Source: an optimization exercise on an open RTL-to-GDS flow (aim: small area and a short achievable clock period). Production flows keep margins and buffers that such runs may drop.
Where RTL was checked, it was by simulation tests only, not by an equivalence proof against the original.

== JK ==
==> flow/design.v (excerpt) <==
module singleCycle(input clk, input reset, input [15:0] instr, output [15:0] pc, output [15:0] Result);
For scale: about 140 flip-flops, roughly 12000 sq um of cells after synthesis.
clock: 20.0 ns
lec_check: 0
cap_margin: 20
core_margin: 2
core_utilization: 40
slew_margin: 20
standard.sh (not shown) runs the stock make flow with config.mk's settings and CLKGATE_MAP_FILE= SYNTH_SCRIPT=/design/flow/synth_recipe.tcl, a recipe that flattens the netlist after the stock synthesis.
==> flow/flow/run.sh <==
#!/bin/bash
# Standard ORFS layout (the standard.sh, unchanged synthesis), with repair_timing
# asked to leave a larger setup margin so that it sizes the critical paths harder.
set -euo pipefail
bash standard.sh SETUP_SLACK_MARGIN=9 finish > flow_make.log 2>&1
Changes in MS relative to JK:
==> flow/flow/run.sh <==
#!/bin/bash
# Standard ORFS layout (the standard.sh, unchanged synthesis) with two changes:
# the port buffers are buf_2 cells instead of the default delay-buffer cell, and
# repair_timing aims for a larger setup margin.
set -euo pipefail
bash standard.sh "BUFFER_PORTS_ARGS=-buffer_cell sky130_fd_sc_hd__buf_2" SETUP_SLACK_MARGIN=6 finish > flow_make.log 2>&1
Findings:
MS ended with every stage complete and zero timing, DRC or antenna violations.
From JK to MS the numbers moved as follows: global routing usage on met1 now sits lower; relative slew slack now sits higher.
Comparing MS with JK, the maximum frequency came out essentially unchanged.
In the final reports, the cell area of MS is smaller than that of JK.
Delta (MS minus JK): critical path depth went up about 3.7%, final non-filler cell total went down 3.4%.
Against JK, MS comes in about 6% lower on wire length.
Here is what was changed in the inputs of AL compared with MS.
# MS
export LEC_CHECK = 0
export CAP_MARGIN = 20
export CORE_MARGIN = 2
export CORE_UTILIZATION = 40
export SLEW_MARGIN = 20
create_clock -name core_clock -period 20.0 [get_ports {clk}]
# AL
export LEC_CHECK = 0
export CAP_MARGIN = 20
export CORE_MARGIN = 2
export CORE_UTILIZATION = 40
export SETUP_SLACK_MARGIN = 5
export SLEW_MARGIN = 20
create_clock -name core_clock -period 20.0 [get_ports {clk}]
==> flow/run.sh (new file) <==
#!/bin/bash
# synth_recipe.tcl (not shown) runs the flow's synth.tcl, then flattens the netlist and writes it again
# the make line also repeats each setting of config.mk as NAME=value (left out here)
make -C /OpenROAD-flow-scripts/flow DESIGN_CONFIG=/design/flow/config.mk WORK_HOME=/design/flow/orfs CLKGATE_MAP_FILE= SYNTH_SCRIPT=/design/flow/synth_recipe.tcl finish
removed: flow/flow/run.sh
removed: flow/standard.sh
Results
- | design area | AL vs MS | better |
- MS ended up with met4 as its top layer used by detailed routing; AL ended up with met5.
- Final worst-path setup slack, MS and AL: smaller value in AL
- Summary of AL over MS: wire length of the first global-routing pass -about 2%; fraction of met3 tracks used by global routing ~0 delta.
- AL packs its core looser than MS.
- When the final numbers for MS and AL were put side by side, the wire length turned out to be smaller in AL.
--- input diff AL..TR ---
# AL
export LEC_CHECK = 0
export CAP_MARGIN = 20
export CORE_MARGIN = 2
export CORE_UTILIZATION = 40
export SETUP_SLACK_MARGIN = 5
export SLEW_MARGIN = 20
create_clock -name core_clock -period 20.0 [get_ports {clk}]
# TR
export LEC_CHECK = 0
export CAP_MARGIN = 20
export CORE_MARGIN = 2
export CORE_UTILIZATION = 40
export SLEW_MARGIN = 20
create_clock -name core_clock -period 20.0 [get_ports {clk}]
==> flow/flow/run.sh (new file) <==
#!/bin/bash
# Standard ORFS layout (the standard.sh, unchanged synthesis), with repair_timing
# asked to leave a larger setup margin so that it sizes the critical paths harder.
set -euo pipefail
bash standard.sh SETUP_SLACK_MARGIN=7 finish > flow_make.log 2>&1
==> flow/standard.sh (new file) <==
#!/bin/bash
# synth_recipe.tcl (not shown) runs the flow's synth.tcl, then flattens the netlist and writes it again
# the make line also repeats each setting of config.mk as NAME=value (left out here)
make -C /OpenROAD-flow-scripts/flow DESIGN_CONFIG=/design/flow/config.mk WORK_HOME=/design/flow/orfs CLKGATE_MAP_FILE= SYNTH_SCRIPT=/design/flow/synth_recipe.tcl "${@:-finish}"
removed: flow/run.sh
==> comparison <==
For the worst path setup slack after routing, TR came in 760 ps higher than AL did.
| share of cell area taken by flip-flops and latches | TR vs AL | 4.2 points lower |
Timing endpoint of the critical path: Result[15] -> TR, Result[14] -> AL
No run of this note included a check of the RTL's function; only the layout flow was run.

build 63:
Starting RTL as in the previous note.
// singleCycle
module singleCycle(input clk, input reset, input [15:0] instr, output [15:0] pc, output [15:0] Result);
Settings: LEC_CHECK=0, CAP_MARGIN=20, CORE_MARGIN=2, CORE_UTILIZATION=40, SLEW_MARGIN=20; clock period 20.0 ns.
==> flow/flow/run.sh <==
#!/bin/bash
# Standard ORFS layout (the standard.sh, unchanged synthesis) with two changes:
# the port buffers are buf_2 cells instead of the default delay-buffer cell, and
# repair_timing aims for a larger setup margin.
set -euo pipefail
bash standard.sh "BUFFER_PORTS_ARGS=-buffer_cell sky130_fd_sc_hd__buf_2" SETUP_SLACK_MARGIN=5 finish > flow_make.log 2>&1
The inputs of build 19 differ from those of build 63 as listed below.
==> flow/run.sh (new file) <==
#!/bin/bash
# synth_recipe.tcl (not shown) runs the flow's synth.tcl, then flattens the netlist and writes it again
# the make line also repeats each setting of config.mk as NAME=value (left out here)
make -C /OpenROAD-flow-scripts/flow DESIGN_CONFIG=/design/flow/config.mk WORK_HOME=/design/flow/orfs CLKGATE_MAP_FILE= SYNTH_SCRIPT=/design/flow/synth_recipe.tcl finish
removed: flow/flow/run.sh
removed: flow/standard.sh
--- outcome ---
- Taking build 63 as the reference, in build 19 minimum setup slack in the final design shrank by 2.09 ns; post-CTS repair timing setup buffer count shrank by 3; global-route usage climbed 0.79 points; final area has remained practically unchanged; critical path depth went down 2.
- Fraction of area in multi-input gates was lower in build 19 than in build 63.
- Compared with build 63, build 19 shows a lower footprint of the multi-input gates.
- Build 63 reports its highest signal layer in the routed design as met4 while build 19 reports met5.
No functional check of the RTL was part of any run of this note.

singleCycle, a different RTL version from the one above (not shown whole).
Size in the first run: ~1200 cells after synthesis, roughly 140 flip-flops, ~50 I/O pins.
==> flow/config.mk <==
export PLATFORM = sky130hd
export DESIGN_NAME = singleCycle
export DESIGN_NICKNAME = singleCycle
export VERILOG_FILES = /design/flow/design.v
export SDC_FILE = /design/flow/constraint.sdc
export NUM_CORES = 4
export LEC_CHECK = 0
export CAP_MARGIN = 20
export CORE_MARGIN = 2
export CORE_UTILIZATION = 40
export SLEW_MARGIN = 20
==> flow/constraint.sdc <==
create_clock -name core_clock -period 20.0 [get_ports {clk}]
set_input_delay 4.0000 -clock core_clock [delete_from_list [all_inputs] [get_ports {clk}]]
set_output_delay 4.0000 -clock core_clock [all_outputs]
set_load 0.01 [all_outputs]
==> flow/flow/run.sh <==
#!/bin/bash
# The standard ORFS layout (standard.sh) with these make settings:
#   "BUFFER_PORTS_ARGS=-buffer_cell sky130_fd_sc_hd__buf_2" ADDER_MAP_FILE= SETUP_SLACK_MARGIN=6 CORE_UTILIZATION=60 "CTS_BUF_LIST=sky130_fd_sc_hd__clkbuf_4 sky130_fd_sc_hd__clkbuf_8"
# BUFFER_PORTS_ARGS: port buffers are buf_2 cells instead of the default delay-buffer cell.
# ADDER_MAP_FILE= (if set): Yosys keeps adders as plain gates for ABC, which then sees
#   the full timing paths through the multiplier tree (registers are unchanged).
# SETUP_SLACK_MARGIN: repair_timing aims for a larger setup margin.
set -euo pipefail
bash standard.sh "BUFFER_PORTS_ARGS=-buffer_cell sky130_fd_sc_hd__buf_2" ADDER_MAP_FILE= SETUP_SLACK_MARGIN=6 CORE_UTILIZATION=60 "CTS_BUF_LIST=sky130_fd_sc_hd__clkbuf_4 sky130_fd_sc_hd__clkbuf_8" finish > flow_make.log 2>&1
Next try:
==> flow/flow/run.sh (replaced) <==
#!/bin/bash
# The standard ORFS layout (standard.sh) with these make settings:
#   "BUFFER_PORTS_ARGS=-buffer_cell sky130_fd_sc_hd__buf_2" ADDER_MAP_FILE= SETUP_SLACK_MARGIN=5
# BUFFER_PORTS_ARGS: port buffers are buf_2 cells instead of the default delay-buffer cell.
# ADDER_MAP_FILE= (if set): Yosys keeps adders as plain gates for ABC, which then sees
#   the full timing paths through the multiplier tree (registers are unchanged).
# SETUP_SLACK_MARGIN: repair_timing aims for a larger setup margin.
set -euo pipefail
bash standard.sh "BUFFER_PORTS_ARGS=-buffer_cell sky130_fd_sc_hd__buf_2" ADDER_MAP_FILE= SETUP_SLACK_MARGIN=5 finish > flow_make.log 2>&1
Effect:
- die area is higher by 49%
- count of clock-buffer cells in the layout is unchanged
- design area increases by about 2.2%
- clock skew goes down by 0.011 ns
Next try:
==> flow/flow/run.sh (replaced) <==
#!/bin/bash
# The standard ORFS layout (standard.sh) with these make settings:
#   "BUFFER_PORTS_ARGS=-buffer_cell sky130_fd_sc_hd__buf_2" ADDER_MAP_FILE= SETUP_SLACK_MARGIN=7
# BUFFER_PORTS_ARGS: port buffers are buf_2 cells instead of the default delay-buffer cell.
# ADDER_MAP_FILE= (if set): Yosys keeps adders as plain gates for ABC, which then sees
#   the full timing paths through the multiplier tree (registers are unchanged).
# SETUP_SLACK_MARGIN: repair_timing aims for a larger setup margin.
set -euo pipefail
bash standard.sh "BUFFER_PORTS_ARGS=-buffer_cell sky130_fd_sc_hd__buf_2" ADDER_MAP_FILE= SETUP_SLACK_MARGIN=7 finish > flow_make.log 2>&1
Utilization came out higher by 2.4 points.
Cell area went up by a few percent.
First-iteration DRC count came out higher by roughly a tenth.
Routed wire length is higher by a few percent.
Setup slack improves by 0.98 ns.
Sequential share of layout area falls by 1.5 points.
Register-to-register slack gets better by 0.60 ns.
Cell count rises by a few percent.
Via count climbs by a few percent.
Global-route usage is higher by 0.75 points.
Next try:
==> flow/flow/run.sh (replaced) <==
#!/bin/bash
# The standard ORFS layout (standard.sh) with these make settings:
#   "BUFFER_PORTS_ARGS=-buffer_cell sky130_fd_sc_hd__buf_2" ADDER_MAP_FILE= SETUP_SLACK_MARGIN=7 CORE_UTILIZATION=60 "CTS_BUF_LIST=sky130_fd_sc_hd__clkbuf_4 sky130_fd_sc_hd__clkbuf_8"
# BUFFER_PORTS_ARGS: port buffers are buf_2 cells instead of the default delay-buffer cell.
# ADDER_MAP_FILE= (if set): Yosys keeps adders as plain gates for ABC, which then sees
#   the full timing paths through the multiplier tree (registers are unchanged).
# SETUP_SLACK_MARGIN: repair_timing aims for a larger setup margin.
set -euo pipefail
bash standard.sh "BUFFER_PORTS_ARGS=-buffer_cell sky130_fd_sc_hd__buf_2" ADDER_MAP_FILE= SETUP_SLACK_MARGIN=7 CORE_UTILIZATION=60 "CTS_BUF_LIST=sky130_fd_sc_hd__clkbuf_4 sky130_fd_sc_hd__clkbuf_8" finish > flow_make.log 2>&1
Result: The new run finished clean; wire length is lower by 2.3%; clock-buffer cell count is unchanged; die area is lower by 33%; cell area is lower by about 3.4%; core utilization is higher by 21 points; worst setup slack got worse by 0.059 ns; critical path depth is lower by 1; via count is higher by 2.2%; fmax is lower by about 0.46%.

==> afterwards: timing with drivers on the ports <==
In the flow no input, the clock included, has a driving cell. The finished layouts below were timed again as built, in two steps. Step 1 (the two cells are an assumption about what drives the block):
set clk [get_ports {clk}]
set_driving_cell -lib_cell sky130_fd_sc_hd__clkbuf_16 $clk
set_driving_cell -lib_cell sky130_fd_sc_hd__buf_2 [delete_from_list [all_inputs] $clk]
Step 2 times the ports against the registers' clock, not the clock port: input delays grow and output delays shrink by t, the midpoint of the rising clock arrivals with the driver on. a / b / c = ideal ports / drivers / drivers and shift; a / b = the first two.
run | t, ns | slack for setup (ns) | hold WS [ns] | worst slew at a driven data input, ns
JK | 0.467 | 5.971 / 5.925 / 5.925 | 0.466 / 0.466 / 0.466 | 0.06
MS | 0.477 | 5.933 / 5.879 / 5.879 | 0.472 / 0.472 / 0.472 | 0.09
AL | 0.482 | 5.199 / 5.179 / 5.179 | 0.467 / 0.467 / 0.467 | 0.05
TR | 0.480 | 5.961 / 5.862 / 5.862 | 0.479 / 0.479 / 0.479 | 0.13
build 63 | 0.463 | 5.279 / 5.245 / 5.245 | 0.461 / 0.461 / 0.461 | 0.09
build 19 | 0.479 | 3.186 / 3.164 / 3.164 | 0.467 / 0.467 / 0.467 | 0.04
the first run of note 3 | 0.493 | 6.391 / 6.366 / 6.366 | 0.490 / 0.490 / 0.490 | 0.03
the second run of note 3 | 0.458 | 6.238 / 6.219 / 6.219 | 0.489 / 0.489 / 0.489 | 0.05
the third run of note 3 | 0.462 | 7.216 / 7.194 / 7.194 | 0.489 / 0.489 / 0.489 | 0.05
the fourth run of note 3 | 0.497 | 7.157 / 7.132 / 7.132 | 0.495 / 0.495 / 0.495 | 0.07
After both steps every run listed still meets setup and hold. The setup slack of TR, which loses most, moves by -0.099 ns with the drivers and by -0.099 ns with both steps.
